What follows belongs to an exercise in optimizing a design on an open flow for a short achievable clock period and few clock cycles; a production flow would make more cautious choices.
Function was checked by simulation only, so behaviour that the tests miss may differ from the original.

==> inputs of wip/juniper <==
// kim_mips_32cpu_p_top
module kim_mips_32cpu_p_top
(
    input   wire    clk,
    input   wire    rstn,
    output  wire    [31:0]  imem_addr,
    input   wire    [31:0]  imem_rdata,
    output  wire    [31:0]  dmem_addr,
    output  wire    [31:0]  dmem_wdata,
    output  wire            dmem_we,
    input   wire    [31:0]  dmem_rdata
);
clock: 7.0 ns
lec_check: 0
abc_clock_period_in_ps: 2200
cap_margin: 20
core_margin: 2
core_utilization: 35
setup_slack_margin: 4.5
slew_margin: 20
tns_end_percent: 100
run.sh (not shown) runs the stock make flow with config.mk's settings and CLKGATE_MAP_FILE= SYNTH_SCRIPT=/design/flow/synth_recipe.tcl, a recipe that flattens the netlist after the stock synthesis.
==> wip/sierra (differences from wip/juniper) <==
--- a/flow/design.v
+++ b/flow/design.v
@@ -1005,15 +1005,14 @@
     input   wire    [31:0]  imem_rdata,
     output  wire    [31:0]  dmem_addr,
     output  wire    [31:0]  dmem_wdata,
     output  wire            dmem_we,
     input   wire    [31:0]  dmem_rdata
 );
 reg  [31:0] pc;
-reg  [31:0] ia;                  
 reg  [31:0] d_ir;
 reg  [31:0] d_pc4;
 reg         d_done;              
 reg  [31:1] d_sela, d_selb;      
 reg         d_bypa, d_bypb;      
 reg         d_fwda, d_fwdb;      
 reg  [4:0]  d_dst;               
@@ -1022,15 +1021,14 @@
 reg  [31:0] x_s;         
 reg  [15:0] x_tlo;       
 reg  [13:0] x_thi;       
 reg         x_tinc, x_tdec;   
 reg         x_sub;       
 reg         x_sel_sum, x_sel_and, x_sel_or, x_sel_nor, x_sel_slt;
 reg         x_beq, x_lw, x_sw;
-reg         x_ld_s;      
 reg  [4:0]  x_dest;
 reg  [31:0] m_alu, m_sdata;
 reg         m_lw, m_sw;
 reg  [4:0]  m_dest;
 reg  [31:0] rf [1:31];
 wire [31:0] m_wb = m_lw ? dmem_rdata : m_alu;
 assign dmem_addr  = m_alu;
@@ -1052,15 +1050,15 @@
 wire [4:0]  d_rt  = d_ir[20:16];
 wire [5:0]  d_fn  = d_ir[5:0];
 wire        d_isr   = (d_opc == 6'b000000);
 wire        d_islw  = (d_opc == 6'b100011);
 wire        d_issw  = (d_opc == 6'b101011);
 wire        d_isbeq = (d_opc == 6'b000100);
 wire        d_use_rs = d_isr || d_islw || d_issw || (d_isbeq && !d_done);
-wire        d_alu_rt = d_isr || (d_isbeq && !d_done);    
+wire        d_use_rt = d_isr || d_issw || (d_isbeq && !d_done);
 wire        d_mem    = d_islw || d_issw;
 wire [31:0] d_se  = {{16{d_ir[15]}}, d_ir[15:0]};
 wire [16:0] d_tlo = {1'b0, d_pc4[17:2]} + {1'b0, d_ir[15:0]};
 wire        d_fsub = d_isr && (d_fn == 6'b100010);
 wire        d_fand = d_isr && (d_fn == 6'b100100);
 wire        d_for  = d_isr && (d_fn == 6'b100101);
 wire        d_fnor = d_isr && (d_fn == 6'b100111);
@@ -1076,15 +1074,15 @@
         rf_b = rf_b | ({32{d_selb[ri]}} & rf[ri]);
     end
 end
 wire [31:0] d_a  = d_bypa ? m_wb : rf_a;
 wire [31:0] d_b  = d_bypb ? m_wb : rf_b;
 wire [31:0] d_av = d_fwda ? x_res : d_a;
 wire [31:0] d_bv = d_fwdb ? x_res : d_b;
-wire        d_stall = x_lw && ((d_fwda && d_use_rs) || (d_fwdb && d_alu_rt));
+wire        d_stall = x_lw && ((d_fwda && d_use_rs) || (d_fwdb && d_use_rt));
 wire        d_bubble = x_taken || d_stall;   
 wire [31:0] f_ins  = imem_rdata;
 wire [5:0]  f_opc  = f_ins[31:26];
 wire [4:0]  f_rs   = f_ins[25:21];
 wire [4:0]  f_rt   = f_ins[20:16];
 wire [4:0]  f_rd   = f_ins[15:11];
 wire        f_isj  = (f_opc == 6'b000010);
@@ -1099,39 +1097,30 @@
 generate
     for (gs = 1; gs < 32; gs = gs + 1) begin : g_sel
         assign f_sela[gs] = (f_rs == gs);
         assign f_selb[gs] = (f_rt == gs);
     end
 endgenerate
 wire        d_wr = (d_dst != 5'd0);
-reg  [31:0] pc_next;
-always @(*) begin
-    if (x_taken) begin
-        pc_next = x_target;
-    end else if (d_stall || !rstn) begin
-        pc_next = pc;
-    end else if (f_always) begin
-        pc_next = f_target;
-    end else if (f_isj) begin
-        pc_next = {f_pc4[31:28], f_ins[25:0], 2'b00};
-    end else begin
-        pc_next = f_pc4;
-    end
-end
+assign imem_addr = pc;
 always @(posedge clk or negedge rstn) begin
     if (!rstn) begin
         pc <= 32'd0;
+    end else if (x_taken) begin
+        pc <= x_target;
+    end else if (d_stall) begin
+        pc <= pc;
+    end else if (f_always) begin
+        pc <= f_target;
+    end else if (f_isj) begin
+        pc <= {f_pc4[31:28], f_ins[25:0], 2'b00};
     end else begin
-        pc <= pc_next;
+        pc <= f_pc4;
     end
 end
-always @(posedge clk) begin
-    ia <= pc_next;
-end
-assign imem_addr = ia;
 always @(posedge clk or negedge rstn) begin
     if (!rstn) begin
         d_ir   <= 32'd0;
         d_done <= 1'b0;
         d_sela <= 31'd0; d_selb <= 31'd0;
         d_bypa <= 1'b0;  d_bypb <= 1'b0;
         d_fwda <= 1'b0;  d_fwdb <= 1'b0;
@@ -1160,52 +1149,49 @@
         d_dst  <= f_dst;
     end
 end
 always @(posedge clk or negedge rstn) begin
     if (!rstn) begin
         x_sub <= 1'b0;
         x_sel_sum <= 1'b0; x_sel_and <= 1'b0; x_sel_or <= 1'b0; x_sel_nor <= 1'b0; x_sel_slt <= 1'b0;
-        x_beq <= 1'b0; x_ld_s <= 1'b0; x_lw <= 1'b0; x_sw <= 1'b0; x_dest <= 5'd0;
+        x_beq <= 1'b0; x_lw <= 1'b0; x_sw <= 1'b0; x_dest <= 5'd0;
     end else begin
         x_sub     <= d_sub;
         x_sel_sum <= !(d_fand || d_for || d_fnor || d_fslt);
         x_sel_and <= d_fand;
         x_sel_or  <= d_for;
         x_sel_nor <= d_fnor;
         x_sel_slt <= d_fslt;
         x_beq     <= !d_bubble && d_isbeq && !d_done;
         x_lw      <= !d_bubble && d_islw;
-        x_ld_s    <= x_lw && d_fwdb;
         x_sw      <= !d_bubble && d_issw;
         x_dest    <= d_bubble ? 5'd0 : d_dst;
     end
 end
 always @(posedge clk) begin
     if (!d_stall) d_pc4 <= f_pc4;
     x_a      <= d_av;
     x_b      <= d_mem ? d_se : (d_sub ? ~d_bv : d_bv);
     x_s      <= d_bv;
     x_tlo    <= d_tlo[15:0];
     x_thi    <= d_pc4[31:18];
     x_tinc   <= d_tlo[16] && !d_ir[15];
     x_tdec   <= !d_tlo[16] && d_ir[15];
     m_alu    <= x_res;
-    m_sdata  <= x_ld_s ? dmem_rdata : x_s;
+    m_sdata  <= x_s;
 end
 always @(posedge clk or negedge rstn) begin
     if (!rstn) begin
-        m_lw <= 1'b0; m_dest <= 5'd0;
+        m_lw <= 1'b0; m_sw <= 1'b0; m_dest <= 5'd0;
     end else begin
         m_lw    <= x_lw;
+        m_sw    <= x_sw;
         m_dest  <= x_dest;
     end
 end
-always @(posedge clk) begin
-    m_sw <= rstn && x_sw;
-end
 genvar gi;
 generate
     for (gi = 1; gi < 32; gi = gi + 1) begin : g_rf
         always @(posedge clk or negedge rstn) begin
             if (!rstn) begin
                 rf[gi] <= 32'd0;
             end else if (m_dest == gi) begin
==> wip/amber (differences from wip/juniper) <==
--- a/flow/design.v
+++ b/flow/design.v
@@ -1005,32 +1005,28 @@
     input   wire    [31:0]  imem_rdata,
     output  wire    [31:0]  dmem_addr,
     output  wire    [31:0]  dmem_wdata,
     output  wire            dmem_we,
     input   wire    [31:0]  dmem_rdata
 );
 reg  [31:0] pc;
-reg  [31:0] ia;                  
 reg  [31:0] d_ir;
 reg  [31:0] d_pc4;
 reg         d_done;              
 reg  [31:1] d_sela, d_selb;      
 reg         d_bypa, d_bypb;      
 reg         d_fwda, d_fwdb;      
 reg  [4:0]  d_dst;               
 reg  [31:0] x_a;         
 reg  [31:0] x_b;         
 reg  [31:0] x_s;         
-reg  [15:0] x_tlo;       
-reg  [13:0] x_thi;       
-reg         x_tinc, x_tdec;   
+reg  [31:0] x_target;
 reg         x_sub;       
 reg         x_sel_sum, x_sel_and, x_sel_or, x_sel_nor, x_sel_slt;
 reg         x_beq, x_lw, x_sw;
-reg         x_ld_s;      
 reg  [4:0]  x_dest;
 reg  [31:0] m_alu, m_sdata;
 reg         m_lw, m_sw;
 reg  [4:0]  m_dest;
 reg  [31:0] rf [1:31];
 wire [31:0] m_wb = m_lw ? dmem_rdata : m_alu;
 assign dmem_addr  = m_alu;
@@ -1040,30 +1036,28 @@
 wire [31:0] x_sum   = x_sum33[32:1];
 wire [31:0] x_res   = ({32{x_sel_sum}} & x_sum) |
                       ({32{x_sel_and}} & (x_a & x_b)) |
                       ({32{x_sel_or }} & (x_a | x_b)) |
                       ({32{x_sel_nor}} & ~(x_a | x_b)) |
                       {31'd0, x_sel_slt & x_sum[31]};
 wire        x_taken = x_beq && (x_a == x_s);
-wire [13:0] x_thi_n = x_tinc ? x_thi + 14'd1 : (x_tdec ? x_thi - 14'd1 : x_thi);
-wire [31:0] x_target = {x_thi_n, x_tlo, 2'b00};
 wire        x_wr    = (x_dest != 5'd0);
 wire [5:0]  d_opc = d_ir[31:26];
 wire [4:0]  d_rs  = d_ir[25:21];
 wire [4:0]  d_rt  = d_ir[20:16];
 wire [5:0]  d_fn  = d_ir[5:0];
 wire        d_isr   = (d_opc == 6'b000000);
 wire        d_islw  = (d_opc == 6'b100011);
 wire        d_issw  = (d_opc == 6'b101011);
 wire        d_isbeq = (d_opc == 6'b000100);
 wire        d_use_rs = d_isr || d_islw || d_issw || (d_isbeq && !d_done);
-wire        d_alu_rt = d_isr || (d_isbeq && !d_done);    
+wire        d_use_rt = d_isr || d_issw || (d_isbeq && !d_done);
 wire        d_mem    = d_islw || d_issw;
 wire [31:0] d_se  = {{16{d_ir[15]}}, d_ir[15:0]};
-wire [16:0] d_tlo = {1'b0, d_pc4[17:2]} + {1'b0, d_ir[15:0]};
+wire [31:0] d_target = d_pc4 + {d_se[29:0], 2'b00};
 wire        d_fsub = d_isr && (d_fn == 6'b100010);
 wire        d_fand = d_isr && (d_fn == 6'b100100);
 wire        d_for  = d_isr && (d_fn == 6'b100101);
 wire        d_fnor = d_isr && (d_fn == 6'b100111);
 wire        d_fslt = d_isr && (d_fn == 6'b101010);
 wire        d_sub  = d_fsub || d_fslt;
 reg  [31:0] rf_a, rf_b;
@@ -1076,62 +1070,54 @@
         rf_b = rf_b | ({32{d_selb[ri]}} & rf[ri]);
     end
 end
 wire [31:0] d_a  = d_bypa ? m_wb : rf_a;
 wire [31:0] d_b  = d_bypb ? m_wb : rf_b;
 wire [31:0] d_av = d_fwda ? x_res : d_a;
 wire [31:0] d_bv = d_fwdb ? x_res : d_b;
-wire        d_stall = x_lw && ((d_fwda && d_use_rs) || (d_fwdb && d_alu_rt));
+wire        d_stall = x_lw && ((d_fwda && d_use_rs) || (d_fwdb && d_use_rt));
 wire        d_bubble = x_taken || d_stall;   
 wire [31:0] f_ins  = imem_rdata;
 wire [5:0]  f_opc  = f_ins[31:26];
 wire [4:0]  f_rs   = f_ins[25:21];
 wire [4:0]  f_rt   = f_ins[20:16];
 wire [4:0]  f_rd   = f_ins[15:11];
 wire        f_isj  = (f_opc == 6'b000010);
-wire        f_always = (f_opc == 6'b000100) && (f_rs == f_rt) && (f_ins[15:10] == 6'd0);
-wire [10:0] f_tlo    = {1'b0, pc[11:2]} + {1'b0, f_ins[9:0]} + 11'd1;
+wire [10:0] f_tlo  = {1'b0, pc[11:2]} + {1'b0, f_ins[9:0]} + 11'd1;
+wire        f_always = (f_opc == 6'b000100) && (f_rs == f_rt) &&
+                       (f_ins[15:10] == 6'd0) && !f_tlo[10];
 wire [31:0] f_target = {pc[31:12], f_tlo[9:0], 2'b00};
 wire [4:0]  f_dst  = (f_opc == 6'b000000) ? f_rd :
                      (f_opc == 6'b100011) ? f_rt : 5'd0;
 wire [31:0] f_pc4  = pc + 32'd4;
 wire [31:1] f_sela, f_selb;
 genvar gs;
 generate
     for (gs = 1; gs < 32; gs = gs + 1) begin : g_sel
         assign f_sela[gs] = (f_rs == gs);
         assign f_selb[gs] = (f_rt == gs);
     end
 endgenerate
 wire        d_wr = (d_dst != 5'd0);
-reg  [31:0] pc_next;
-always @(*) begin
-    if (x_taken) begin
-        pc_next = x_target;
-    end else if (d_stall || !rstn) begin
-        pc_next = pc;
-    end else if (f_always) begin
-        pc_next = f_target;
-    end else if (f_isj) begin
-        pc_next = {f_pc4[31:28], f_ins[25:0], 2'b00};
-    end else begin
-        pc_next = f_pc4;
-    end
-end
+assign imem_addr = pc;
 always @(posedge clk or negedge rstn) begin
     if (!rstn) begin
         pc <= 32'd0;
+    end else if (x_taken) begin
+        pc <= x_target;
+    end else if (d_stall) begin
+        pc <= pc;
+    end else if (f_always) begin
+        pc <= f_target;
+    end else if (f_isj) begin
+        pc <= {f_pc4[31:28], f_ins[25:0], 2'b00};
     end else begin
-        pc <= pc_next;
+        pc <= f_pc4;
     end
 end
-always @(posedge clk) begin
-    ia <= pc_next;
-end
-assign imem_addr = ia;
 always @(posedge clk or negedge rstn) begin
     if (!rstn) begin
         d_ir   <= 32'd0;
         d_done <= 1'b0;
         d_sela <= 31'd0; d_selb <= 31'd0;
         d_bypa <= 1'b0;  d_bypb <= 1'b0;
         d_fwda <= 1'b0;  d_fwdb <= 1'b0;
@@ -1146,66 +1132,60 @@
     end else if (d_stall) begin
         d_bypa <= d_fwda;
         d_bypb <= d_fwdb;
         d_fwda <= 1'b0;
         d_fwdb <= 1'b0;
     end else begin
         d_ir   <= f_ins;
-        d_done <= f_always && !f_tlo[10];
+        d_done <= f_always;
         d_sela <= f_sela;
         d_selb <= f_selb;
         d_bypa <= x_wr && (f_rs == x_dest);
         d_bypb <= x_wr && (f_rt == x_dest);
         d_fwda <= d_wr && (f_rs == d_dst);
         d_fwdb <= d_wr && (f_rt == d_dst);
         d_dst  <= f_dst;
     end
 end
 always @(posedge clk or negedge rstn) begin
     if (!rstn) begin
         x_sub <= 1'b0;
         x_sel_sum <= 1'b0; x_sel_and <= 1'b0; x_sel_or <= 1'b0; x_sel_nor <= 1'b0; x_sel_slt <= 1'b0;
-        x_beq <= 1'b0; x_ld_s <= 1'b0; x_lw <= 1'b0; x_sw <= 1'b0; x_dest <= 5'd0;
+        x_beq <= 1'b0; x_lw <= 1'b0; x_sw <= 1'b0; x_dest <= 5'd0;
     end else begin
         x_sub     <= d_sub;
         x_sel_sum <= !(d_fand || d_for || d_fnor || d_fslt);
         x_sel_and <= d_fand;
         x_sel_or  <= d_for;
         x_sel_nor <= d_fnor;
         x_sel_slt <= d_fslt;
         x_beq     <= !d_bubble && d_isbeq && !d_done;
         x_lw      <= !d_bubble && d_islw;
-        x_ld_s    <= x_lw && d_fwdb;
         x_sw      <= !d_bubble && d_issw;
         x_dest    <= d_bubble ? 5'd0 : d_dst;
     end
 end
 always @(posedge clk) begin
     if (!d_stall) d_pc4 <= f_pc4;
     x_a      <= d_av;
     x_b      <= d_mem ? d_se : (d_sub ? ~d_bv : d_bv);
     x_s      <= d_bv;
-    x_tlo    <= d_tlo[15:0];
-    x_thi    <= d_pc4[31:18];
-    x_tinc   <= d_tlo[16] && !d_ir[15];
-    x_tdec   <= !d_tlo[16] && d_ir[15];
+    x_target <= d_target;
     m_alu    <= x_res;
-    m_sdata  <= x_ld_s ? dmem_rdata : x_s;
+    m_sdata  <= x_s;
 end
 always @(posedge clk or negedge rstn) begin
     if (!rstn) begin
-        m_lw <= 1'b0; m_dest <= 5'd0;
+        m_lw <= 1'b0; m_sw <= 1'b0; m_dest <= 5'd0;
     end else begin
         m_lw    <= x_lw;
+        m_sw    <= x_sw;
         m_dest  <= x_dest;
     end
 end
-always @(posedge clk) begin
-    m_sw <= rstn && x_sw;
-end
 genvar gi;
 generate
     for (gi = 1; gi < 32; gi = gi + 1) begin : g_rf
         always @(posedge clk or negedge rstn) begin
             if (!rstn) begin
                 rf[gi] <= 32'd0;
             end else if (m_dest == gi) begin
==> out/metrics.yaml <==
outcome: "finished clean"
multi_input_area_share_pct: 38.9
fin_skew_ns: 0.0335
worst_path_largest_cell_delay_ns: 0.48
dp_cells: 9122
fp-row-count: 158
synthDistinctLibCells: 71
buffer_area_share_pct: 9.65
[end of results for wip/juniper]
==> out/metrics.yaml <==
outcome: "finished clean"
buffer_area_share_pct: 10.5
synthDistinctLibCells: 88
worst_path_largest_cell_delay_ns: 0.46
fin_skew_ns: 0.0297
multi_input_area_share_pct: 39.0
[end of results for wip/sierra]
==> out/metrics.yaml <==
outcome: "finished clean"
dp_cells: 9130
multi_input_area_share_pct: 39.3
fp-row-count: 158
fin_skew_ns: 0.0392
worst_path_largest_cell_delay_ns: 0.34
[end of results for wip/amber]
Testbench counts of wip/juniper, summed over its fixed seeds: cycles 15,095.
Testbench counts of wip/sierra, summed over its fixed seeds: cycles 15,136.
Testbench counts of wip/amber, summed over its fixed seeds: cycles 15,136.

## afterwards: timing with drivers on the ports
In the flow no input, the clock included, has a driving cell. The finished layouts below were timed again as built, in two steps.
Step 1: set_driving_cell puts a clkbuf_16 on clk and a buf_2 on each other input, an assumption about the parent block.
Step 2 moves the port delays by t, midway between the first and last clock arrival at a register: inputs arrive t later, outputs are due t later. That takes back most of the time a late clock gives input paths.
Three values: no drivers, after step 1, after step 2; two values: the first two.
run | t, ns | slack for setup (ns) | hold slack, ns
wip/juniper | 0.899 | 3.850 / 3.850 / 3.462 | 0.329 / 0.329 / 0.329
wip/sierra | 0.891 | 4.181 / 4.105 / 3.415 | 0.339 / 0.339 / 0.339
wip/amber | 0.905 | 3.998 / 3.998 / 3.178 | 0.342 / 0.342 / 0.342
After both steps setup and hold are still met in every run listed. The setup slack of wip/amber, which loses most, moves by 0.000 ns with the drivers and by -0.820 ns with both steps.
